This is an optimization exercise on Yosys and OpenROAD, whose aim is small area, not a production implementation. The RTL was checked by simulation tests, not by an equivalence proof against the original design.

Design fm_demod, start of the top module:
module fm_demod(
    input clk,
    input rstn,
    input en,
    input [2:0] channel,
    input [9:0] X,
    output [9:0] out,
    output [9:0] un_filtered_out,
    output filter_clk,
    output [16:0] snr
);
wire filter_ce;
differentiator differentiator(
    .en(en),
    .clk(clk),
    .rstn(rstn),
    .channel(channel),
    .X(X),
    .out(out),
    .filter_clk(filter_clk),
    .un_filtered_out(un_filtered_out),
    .filter_ce_out(filter_ce)
);
SNR_reader SNR_reader(
    .clk(clk),
    .rstn(rstn),
    .ce(filter_ce),
    .filtered(out),
    .un_filtered(un_filtered_out),
    .SNR(snr)
);
endmodule
export LEC_CHECK = 0
export CAP_MARGIN = 5
export CORE_MARGIN = 2
export CORE_UTILIZATION = 65
export CTS_BUF_LIST = sky130_fd_sc_hd__clkbuf_8 sky130_fd_sc_hd__clkbuf_16
export CTS_CLUSTER_DIAMETER = 100
export CTS_CLUSTER_SIZE = 30
export SLEW_MARGIN = 5
export SYNTH_HIERARCHICAL = 1
create_clock -name core_clock -period 35.0 [get_ports {clk}]
standard.sh (not shown) runs the stock make flow with config.mk's settings and CLKGATE_MAP_FILE= SYNTH_SCRIPT=/design/flow/synth_recipe.tcl, a recipe that flattens the netlist after the stock synthesis.
==> flow/flow/run.sh <==
#!/bin/bash
# Standard layout with three changes: ports are buffered with the smallest
# buffer, clock tree synthesis inserts no dummy loads, and after placement the
# resizer sizes down cells on paths with slack to spare (power recovery).
set -e
export BUFFER_PORTS_ARGS="-buffer_cell sky130_fd_sc_hd__buf_1"
export CTS_ARGS="-sink_clustering_enable -repair_clock_nets -sink_clustering_size 30 -sink_clustering_max_diameter 100 -buf_list {sky130_fd_sc_hd__clkbuf_8 sky130_fd_sc_hd__clkbuf_16} -dont_use_dummy_load"
bash standard.sh place > standard_place.log 2>&1
openroad -no_init -exit flow/recover.tcl > recover.log 2>&1
bash standard.sh finish > standard.log 2>&1
==> flow/flow/recover.tcl <==
set P $::env(FLOW_HOME)/platforms/sky130hd
set R orfs/results/sky130hd/fm_demod/base
read_lef $P/lef/sky130_fd_sc_hd.tlef
read_lef $P/lef/sky130_fd_sc_hd_merged.lef
read_liberty $P/lib/sky130_fd_sc_hd__tt_025C_1v80.lib
read_db $R/3_place.odb
read_sdc $R/3_place.sdc
source $P/setRC.tcl
set_dont_use {sky130_fd_sc_hd__probe_p_8 sky130_fd_sc_hd__probec_p_8 sky130_fd_sc_hd__lpflow_*}
estimate_parasitics -placement
report_design_area
report_worst_slack -max
repair_timing -recover_power 100 -verbose
detailed_placement
check_placement
estimate_parasitics -placement
report_design_area
report_worst_slack -max
write_db $R/3_place.odb
==> next run, changes <==
==> flow/flow/run.sh (replaced) <==
#!/bin/bash
# Standard layout, with two changes: ports are buffered with the smallest
# buffer, and clock tree synthesis inserts no dummy loads.
set -e
export BUFFER_PORTS_ARGS="-buffer_cell sky130_fd_sc_hd__buf_1"
export CTS_ARGS="-sink_clustering_enable -repair_clock_nets -sink_clustering_size 30 -sink_clustering_max_diameter 100 -buf_list {sky130_fd_sc_hd__clkbuf_8 sky130_fd_sc_hd__clkbuf_16} -dont_use_dummy_load"
bash standard.sh > standard.log 2>&1
removed: flow/flow/recover.tcl
Result: First-iteration DRC count decreases by 0.37%; setup slack degrades by 0.026 ns; maximum frequency is about the same; non-clock buffer count decreases by 10; final area decreases by 0.31%; utilization decreases by 0.21 points; via count barely changes; wire length stays flat; hold slack degrades by 0.027 ns.

* * *

Another version of the RTL of fm_demod (not shown whole).
Size: about 2600 cells after synthesis, about 54 I/O pins.
clock: 35.0 ns
lec_check: 0
cap_margin: 20
core_margin: 2
core_utilization: 65
cts_buf_list: sky130_fd_sc_hd__clkbuf_4 sky130_fd_sc_hd__clkbuf_8
cts_cluster_diameter: 60
cts_cluster_size: 20
slew_margin: 20
synth_hierarchical: 1
run.sh (not shown) runs the stock make flow with config.mk's settings and CLKGATE_MAP_FILE= SYNTH_SCRIPT=/design/flow/synth_recipe.tcl, a recipe that flattens the netlist after the stock synthesis.
Stock flow here: none of the scripts above is used.
The first run finished clean.
Change:
CTS_CLUSTER_DIAMETER = unset   (was 60)
CTS_CLUSTER_SIZE = unset   (was 20)
- worst hold slack degrades by 0.011 ns
- setup slack improves by 0.047 ns
- cell area climbs by 2.4%
- fmax is about the same
- non-clock buffer count stays the same
- first-iteration DRC count climbs by 4.8%
- global-route usage climbs by 0.53 points
- core utilization climbs by 1.7 points

what the ideal ports hide:
The flow's constraints put no driver on any port. The routed layouts listed below were extracted and timed again, unchanged, in two steps.
Step 1: set_driving_cell puts a clkbuf_16 on clk and a buf_2 on each other input, an assumption about the parent block.
Step 2 also shifts input and output timing later by t, the mid clock arrival at the registers, as if the neighbouring blocks saw the same clock.
Slacks: ideal ports / drivers / drivers and shift; pairs: ideal ports / drivers.
run | t, ns | slack for setup (ns) | worst setup path at the end | clock arrival spread, ns
the first run of note 1 | 0.641 | 1.378 / 1.378 / 1.378 | register to register | 0.065 / 0.066
the second run of note 1 | 0.639 | 1.351 / 1.351 / 1.351 | register to register | 0.067 / 0.067
the first run of note 2 | 0.705 | 1.233 / 1.233 / 1.233 | register to register | 0.038 / 0.038
the second run of note 2 | 0.730 | 1.281 / 1.281 / 1.281 | register to register | 0.036 / 0.036
After both steps setup and hold are still met in every run listed.
